This is an optimization exercise on Yosys and OpenROAD, whose aim is small area, a short achievable clock period and few clock cycles, not a production implementation. No functional check of the RTL was part of any run shown here.

==> flow/design.v (outline; a module is shown in full before it is edited, if it fits) <==
// module FA: 10 lines
// module INV: 3 lines
// module NAND2: 3 lines
// module NOR2: 3 lines
// module XOR2: 3 lines
// module XNOR2: 3 lines
// module A21OI: 3 lines
// module O21AI: 3 lines
// module HAN: 9 lines
// module Bitblade: 1855 lines
// module Cfu: 58 lines
module Cfu (
  input               cmd_valid,
  output              cmd_ready,
  input      [9:0]    cmd_payload_function_id,
  input      [31:0]   cmd_payload_inputs_0,
  input      [31:0]   cmd_payload_inputs_1,
  output              rsp_valid,
  input               rsp_ready,
  output     [31:0]   rsp_payload_outputs_0,
  input               reset,
  input               clk
);
  // ...
==> flow/flow/run.sh <==
#!/bin/bash
# Standard layout, with the port buffers made from sky130_fd_sc_hd__buf_2 cells instead of
# the delay cells the flow picks by default.  make's output goes to
# standard.log; each tool's own log is under orfs/logs/.
set -euo pipefail
export BUFFER_PORTS_ARGS="-buffer_cell sky130_fd_sc_hd__buf_2"
bash standard.sh > standard.log 2>&1
==> flow/standard.sh <==
#!/bin/bash
# synth_recipe.tcl (not shown) runs the flow's synth.tcl, then flattens the netlist and writes it again
# the make line also repeats each setting of config.mk as NAME=value (left out here)
make -C /OpenROAD-flow-scripts/flow DESIGN_CONFIG=/design/flow/config.mk WORK_HOME=/design/flow/orfs CLKGATE_MAP_FILE= SYNTH_SCRIPT=/design/flow/synth_recipe.tcl "${@:-finish}"
==> flow/config.mk <==
export PLATFORM = sky130hd
export DESIGN_NAME = Cfu
export DESIGN_NICKNAME = Cfu
export VERILOG_FILES = /design/flow/design.v
export SDC_FILE = /design/flow/constraint.sdc
export NUM_CORES = 4
export LEC_CHECK = 0
export CAP_MARGIN = 20
export CORE_MARGIN = 2
export CORE_UTILIZATION = 40
export SETUP_SLACK_MARGIN = 1.5
export SLEW_MARGIN = 20
export SYNTH_HIERARCHICAL = 1
export SYNTH_MINIMUM_KEEP_SIZE = 0
==> flow/constraint.sdc <==
create_clock -name core_clock -period 13.5 [get_ports {clk}]
set_input_delay 2.7000 -clock core_clock [delete_from_list [all_inputs] [get_ports {clk}]]
set_output_delay 2.7000 -clock core_clock [all_outputs]
set_load 0.01 [all_outputs]
==> out/results.ini, run 1 <==
[clock_tree]
cts_made_buffers=5

[critical_path]
cp_top_family=adder cells
worst_ep_arrival_ps=8990
cp.depth=24
crit_end=rsp_payload_outputs_0[27]
cell_by_cell_trace_of_the_critical_path=buf_2 -> nand2_1 -> fa_1 -> fa_1 -> fa_1 -> or2_2 -> fa_1 -> fa_1 -> fa_1 -> fa_1 -> inv_1 -> nand2_1 -> o21ai_1 -> a21oi_2 -> inv_1 -> a21oi_2 -> inv_1 -> a21oi_2 -> o21ai_2 -> and4_1 -> and2b_1 -> nand4_1 -> mux2i_1 -> buf_2
worst_setup_path_start_kind=input port
rrSetupSlack_ps=6240

[synth]
synth_compound_area_share_pct=6.157
top_count_cell_post_synth=sky130_fd_sc_hd__fa_1
synthMuxAreaShare_pct=1.990
synth_top_area_cell=sky130_fd_sc_hd__fa_1
postSynthCellCount=1048

[status]
status=finished clean

[die]
placement_rows=58
design.die.area_mm2=0.02643

[final_layout]
fin_util_pct=43.30
finalNetCount=1406
sequential_cell_area_um2=920.9

[global_routing]
groute.usage.overall_pct=22.10
grt-ovfl-total=0

[place]
hpwl_dp_um=23340

==> run 2, diff against run 1 <==
--- a/flow/design.v
+++ b/flow/design.v
@@ -24,24 +24,30 @@
 assign y = ~(a ^ b);
 endmodule
 module A21OI (input a, input b, input c, output y);
 assign y = ~(a & b | c);
 endmodule
 module O21AI (input a, input b, input c, output y);
 assign y = ~((a | b) & c);
 endmodule
-module HAN (
+module OR2 (input a, input b, output y);
+assign y = a | b;
+endmodule
+module HAP (
   input  a,
   input  b,
   output s,
   output co
 );
-assign s  = ~(a ^ b);
-assign co = a | b;
+assign s  = a ^ b;
+assign co = a & b;
+endmodule
+module MUX2 (input a, input b, input c, output y);
+assign y = c ? a : b;
 endmodule
 module Bitblade (
   input         sel8,    
   input         op3,     
   input  [31:0] in_a,
   input  [31:0] in_b,
   input  [31:0] acc,     
   input         ldu,     
@@ -317,17 +323,18 @@
 wire s133;
 wire c134;
 FA fa134 (.a(p85), .b(p98), .ci(p101), .s(s133), .co(c134));
 wire s135;
 wire c136;
 FA fa136 (.a(p114), .b(p117), .ci(c130), .s(s135), .co(c136));
 wire s137;
 wire c138;
-HAN ha138 (.a(s131), .b(s133), .s(s137), .co(c138));
+XNOR2 hx138 (.a(s131), .b(s133), .y(s137));
+OR2 ho138 (.a(s131), .b(s133), .y(c138));
 wire s139;
 wire c140;
 FA fa140 (.a(p67), .b(p70), .ci(p73), .s(s139), .co(c140));
 wire s141;
 wire c142;
 FA fa142 (.a(p83), .b(p86), .ci(p89), .s(s141), .co(c142));
 wire s143;
 wire c144;
@@ -449,17 +456,18 @@
 wire s221;
 wire c222;
 FA fa222 (.a(s217), .b(c206), .ci(c208), .s(s221), .co(c222));
 wire s223;
 wire c224;
 FA fa224 (.a(s219), .b(c210), .ci(s221), .s(s223), .co(c224));
 wire s225;
 wire c226;
-HAN ha226 (.a(c212), .b(s223), .s(s225), .co(c226));
+XNOR2 hx226 (.a(c212), .b(s223), .y(s225));
+OR2 ho226 (.a(c212), .b(s223), .y(c226));
 wire s227;
 wire c228;
 FA fa228 (.a(c216), .b(c218), .ci(c220), .s(s227), .co(c228));
 wire s229;
 wire c230;
 FA fa230 (.a(c222), .b(s227), .ci(c224), .s(s229), .co(c230));
 wire h231;
 assign h231 = p113 | ~sel8;
@@ -823,17 +831,18 @@
 wire s414;
 wire c415;
 FA fa415 (.a(ag390), .b(c403), .ci(s410), .s(s414), .co(c415));
 wire s416;
 wire c417;
 FA fa417 (.a(h236), .b(h238), .ci(c405), .s(s416), .co(c417));
 wire s418;
 wire c419;
-HAN ha419 (.a(s412), .b(s414), .s(s418), .co(c419));
+XNOR2 hx419 (.a(s412), .b(s414), .y(s418));
+OR2 ho419 (.a(s412), .b(s414), .y(c419));
 wire s420;
 wire c421;
 FA fa421 (.a(p3), .b(p6), .ci(p9), .s(s420), .co(c421));
 wire s422;
 wire c423;
 FA fa423 (.a(p19), .b(p22), .ci(p25), .s(s422), .co(c423));
 wire s424;
 wire c425;
@@ -856,17 +865,18 @@
 wire s436;
 wire c437;
 FA fa437 (.a(h240), .b(s432), .ci(c415), .s(s436), .co(c437));
 wire s438;
 wire c439;
 FA fa439 (.a(c417), .b(h242), .ci(s434), .s(s438), .co(c439));
 wire s440;
 wire c441;
-HAN ha441 (.a(c419), .b(s436), .s(s440), .co(c441));
+XNOR2 hx441 (.a(c419), .b(s436), .y(s440));
+OR2 ho441 (.a(c419), .b(s436), .y(c441));
 wire s442;
 wire c443;
 FA fa443 (.a(p4), .b(p7), .ci(p10), .s(s442), .co(c443));
 wire s444;
 wire c445;
 FA fa445 (.a(p13), .b(p20), .ci(p23), .s(s444), .co(c445));
 wire s446;
 wire c447;
@@ -1327,17 +1337,18 @@
 wire s750;
 wire c751;
 FA fa751 (.a(c701), .b(s746), .ci(c703), .s(s750), .co(c751));
 wire s752;
 wire c753;
 FA fa753 (.a(s748), .b(c705), .ci(s750), .s(s752), .co(c753));
 wire s754;
 wire c755;
-HAN ha755 (.a(c707), .b(s752), .s(s754), .co(c755));
+XNOR2 hx755 (.a(c707), .b(s752), .y(s754));
+OR2 ho755 (.a(c707), .b(s752), .y(c755));
 wire s756;
 wire c757;
 FA fa757 (.a(p382), .b(p383), .ci(p384), .s(s756), .co(c757));
 wire s758;
 wire c759;
 FA fa759 (.a(p385), .b(p386), .ci(p387), .s(s758), .co(c759));
 wire s760;
 wire c761;
@@ -1429,26 +1440,29 @@
 wire s818;
 wire c819;
 FA fa819 (.a(c813), .b(s816), .ci(c815), .s(s818), .co(c819));
 wire s820;
 wire c821;
 FA fa821 (.a(~acc[15]), .b(h253), .ci(h255), .s(s820), .co(c821));
 wire s822;
 wire c823;
-HAN ha823 (.a(c817), .b(s820), .s(s822), .co(c823));
+XNOR2 hx823 (.a(c817), .b(s820), .y(s822));
+OR2 ho823 (.a(c817), .b(s820), .y(c823));
 wire s824;
 wire c825;
 FA fa825 (.a(~acc[16]), .b(h257), .ci(h259), .s(s824), .co(c825));
 wire s826;
 wire c827;
-HAN ha827 (.a(c821), .b(s824), .s(s826), .co(c827));
+XNOR2 hx827 (.a(c821), .b(s824), .y(s826));
+OR2 ho827 (.a(c821), .b(s824), .y(c827));
 wire s828;
 wire c829;
-HAN ha829 (.a(~acc[17]), .b(c825), .s(s828), .co(c829));
+XNOR2 hx829 (.a(~acc[17]), .b(c825), .y(s828));
+OR2 ho829 (.a(~acc[17]), .b(c825), .y(c829));
 wire g830;
 assign g830 = ~(s402 | s404);
 wire q831;
 assign q831 = s402 ^ s404;
 wire g832;
 assign g832 = ~(s416 | s418);
 wire q833;
 assign q833 = s416 ^ s418;
==> out/results.ini, run 2 <==
[critical_path]
timing.critical_path.mode_cell=sky130_fd_sc_hd__fa_1
cell_by_cell_trace_of_the_critical_path=buf_2 -> nand3_1 -> fa_1 -> fa_1 -> fa_1 -> fa_1 -> fa_1 -> fa_1 -> fa_1 -> fa_1 -> nor2_1 -> a21oi_2 -> o21ai_1 -> a21oi_2 -> o21ai_2 -> and4_1 -> and2b_1 -> nand4_1 -> mux2i_1 -> buf_2
worst-r2r-cell-count=21
master_of_the_slowest_instance_on_the_critical_path=sky130_fd_sc_hd__fa_1
worst_setup_path_startpoint=cmd_payload_inputs_1[29]
worst_setup_path_start_kind=input port
critical_path_class=in -> out
cp-end-kind=output port
cp_data_required_time_ps=10800
critical_path.max_stage_delay_ps=560
worst_ep_arrival_ps=8960  ; -30 ps
max_fanout_on_critical_path=8
worst_r2r_startpoint=mode
timing.rr.end=acc[27]
crit_end=rsp_payload_outputs_0[27]
rrSetupSlack_ps=6280  ; +40 ps

[clock_tree]
cts_hold_repair.buffers=0
cts_max_level=2
cts.path.max_buffers=2
worstSkewPairLatency_ps=290
cts_made_buffers=5  ; unchanged
cts_clk_pin_slew_worst_paths_ps=60
cts_root_buf=sky130_fd_sc_hd__clkbuf_16
clock_tree_from_tritoncts=done
tritoncts_num_sinks=46

[synth]
top_count_cell_post_synth=sky130_fd_sc_hd__fa_1
syn_nets=1361
synth.avg_cell_area_um2=9.725
postSynthCellCount=1024  ; -2.3%
synth.yosys.seq_area_share_pct=9.247
synth-edff-count=0
post-synth-top-area-fraction_pct=51.87
synth_top_cells_by_count=258 x sky130_fd_sc_hd__fa_1, 181 x sky130_fd_sc_hd__nand2_1, 130 x sky130_fd_sc_hd__nand3_1
synth-warning-count=7
synth.area.top_cells=sky130_fd_sc_hd__fa_1 52%, sky130_fd_sc_hd__dfxtp_1 9.2%, sky130_fd_sc_hd__nand2_1 6.8%
synth_top_area_cell=sky130_fd_sc_hd__fa_1
synth_top_flop_cell=sky130_fd_sc_hd__dfxtp_1
ffs_w_async_s_r_synth_pct=0
synth_area_mm2=0.009958
yosysUniqueCellTypes=42
yosys_register_bits=46

[sta]
finalSetupTns_ps=0
crit_path_time_final_ps=11660
rsz0062_at_grt=no
finalSetupViolations=0
fmaxAchievable_mhz=85.79
fin_crit_sh_pct=86.35
finalClockSkew_ps=9.545
fin_worst_hold_slack_ps=456.9
timing.final.max_slew_violations=0
worstMarginPinSlew_ps=805.0
slew_headroom_pct=46.28
report.final.hold_viol_count=0
final.setup.worst_slack_ps=1843

[final_layout]
instances_no_fill=1363
final_cell_mix=258 x sky130_fd_sc_hd__fa_1, 181 x sky130_fd_sc_hd__nand2_1, 130 x sky130_fd_sc_hd__nand3_1
registers.top_by_ff_count=acc
number_of_flip_flops_in_the_largest_register=32
reg_top3=acc: 32 flops, ups: 11 flops
sequential_cell_area_um2=920.9  ; unchanged
layout_commonest_cell=sky130_fd_sc_hd__fa_1
fillers=2421
final_design_area_no_fill_mm2=0.01069
drive_above_1_share_pct=16.18
area_of_the_multi_input_gates_mm2=0.008516
finalNetCount=1375  ; -2.2%
areaGrowthSynthToFinish_pct=7.388
fin_util_pct=43.84  ; +0.55 points

[die]
top_level_ports=112
design.core.area_mm2=0.02439
placement_rows=57  ; -1.7%
fp.dieH_um=161.8
floorplan.die.width_um=161.8
design.die.area_mm2=0.02617  ; -0.97%
start_util_pct=40.83

[drt]
drt_pass1_iterations=5
drc=0
via_per_inst=5.384
totalWireLength_um=27280
wl_per_cell_um=20.02
detail_route.iter0.violations=560
num_vias=7339
final_antenna_net_count=0

[place]
placed_cell_area_mm2=0.01048
place_inst=1353
place_ws_ps=1651
gp_congestion=0.9069
port-buffer-count=105
hpwl_dp_um=23390  ; +0.22%

[status]
status=finished clean

[global_routing]
groute.usage.overall_pct=22.08  ; about the same
first_pass_grt_wire_length_um=43900
largest_net_degree_at_the_start_of_global_routing=161
antenna_found_initial=0
grt-ovfl-total=0  ; unchanged
vias_in_the_first_global_route=7804

[hold_path]
hold_path_class=reg -> reg

[flow_run]
drv.max_cap_violation_count=0

run 2: changes by cell type in the layout (fill, tap and decap cells not counted), sizes merged:
cell / before / now
xnor2: 9 / 17
inv: 60 / 28
buf: 109 / 110
ha: 9 / 1
or2: 15 / 23
bufinv: 2 / 1
run 2: worst min-delay path by stage:
| stage | start | end | slack (ps) | cells past startpoint |
|---|---|---|---|---|
| after CTS | acc[31] | acc[31] | 460 | 1 |
| after global routing | acc[31] | acc[31] | 470 | 1 |
| final | acc[31] | acc[31] | 460 | 1 |
| after detailed placement | acc[31] | acc[31] | 450 | 1 |
| after floorplan | ups[10] | ups[10] | 440 | 2 |
| after global placement | acc[31] | acc[31] | 440 | 1 |
run 2: layout make-up:
class / count / area share (%)
Multi-Input combinational cell: 847 / 79.63
Sequential cell: 46 / 8.611
Timing Repair Buffer: 110 / 5.382
Tap cell: 324 / 3.791
Clock buffer: 6 / 1.299
Inverter: 28 / 0.9828
Clock inverter: 1 / 0.2808
Antenna cell: 1 / 0.02340
run 2: worst max-delay path, delay by kind of cell:
kind,cells,cell delay (ps)
multiplexers,1,230
adder cells (fa/ha/maj),8,3990
AO/OA/AOI/OAI,4,640
buffers and inverters,2,390
AND/OR/NAND/NOR,5,960
run 2: logic make-up after synthesis:
logic type	after synthesis	synth area share [%]
XOR/XNOR	43	3.782
buffers and inverters	131	5.604
multiplexers	20	2.010
AND/OR/NAND/NOR	441	21.15
flip-flops	46	9.247
adder cells (fa/ha/maj)	259	51.99
AO/OA/AOI/OAI	84	6.220
run 2: timing repair:
| item | CTS | global route |
|---|---|---|
| endpoints found under the setup margin | 0 | 8 |
| resized for setup | 0 | 5 |
| buffers inserted | 0 | 2 |
run 2: routing by layer:
metal	GRT usage, %	wire [um]
met1	30.98	11770
met3	4.111	1969
met2	35.96	12910
met4	4.827	635
met5	0	0
run 2: Yosys stat by module, one instance, submodules excluded:
| module | times used | flops+latches | cells |
|---|---|---|---|
| Bitblade | 1 | 0 | 471 |
| Cfu | 1 | 46 | 111 |
| NAND2 | 40 | 0 | 1 |
| FA | 258 | 0 | 1 |
| XNOR2 | 17 | 0 | 1 |
| INV | 15 | 0 | 1 |
| XOR2 | 26 | 0 | 1 |
| NOR2 | 29 | 0 | 1 |
| OR2 | 8 | 0 | 1 |
| A21OI | 28 | 0 | 1 |
| O21AI | 21 | 0 | 1 |

==> re-timing with driven ports <==
How much do the figures lean on ideal ports? The routed layouts below were timed once more, with nothing changed but the port constraints. Step 1: set_driving_cell puts a clkbuf_16 on clk and a buf_2 on each other input, an assumption about the parent block. Step 2 also shifts input and output timing later by t, the mid clock arrival at the registers, as if the neighbouring blocks saw the same clock. Slacks: ideal / step 1 / step 2; pairs: ideal / step 1.
run | t (ns) | setup slack, ns | latest minus earliest clock arrival (ns)
run 1 | 0.319 | 1.814 / 1.785 / 1.785 | 0.008 / 0.008
run 2 | 0.317 | 1.843 / 1.821 / 1.821 | 0.009 / 0.010
After both steps every run listed still meets setup and hold. For run 1, which loses most, drivers alone change the setup slack by -0.029 ns; drivers and shift together by -0.029 ns.
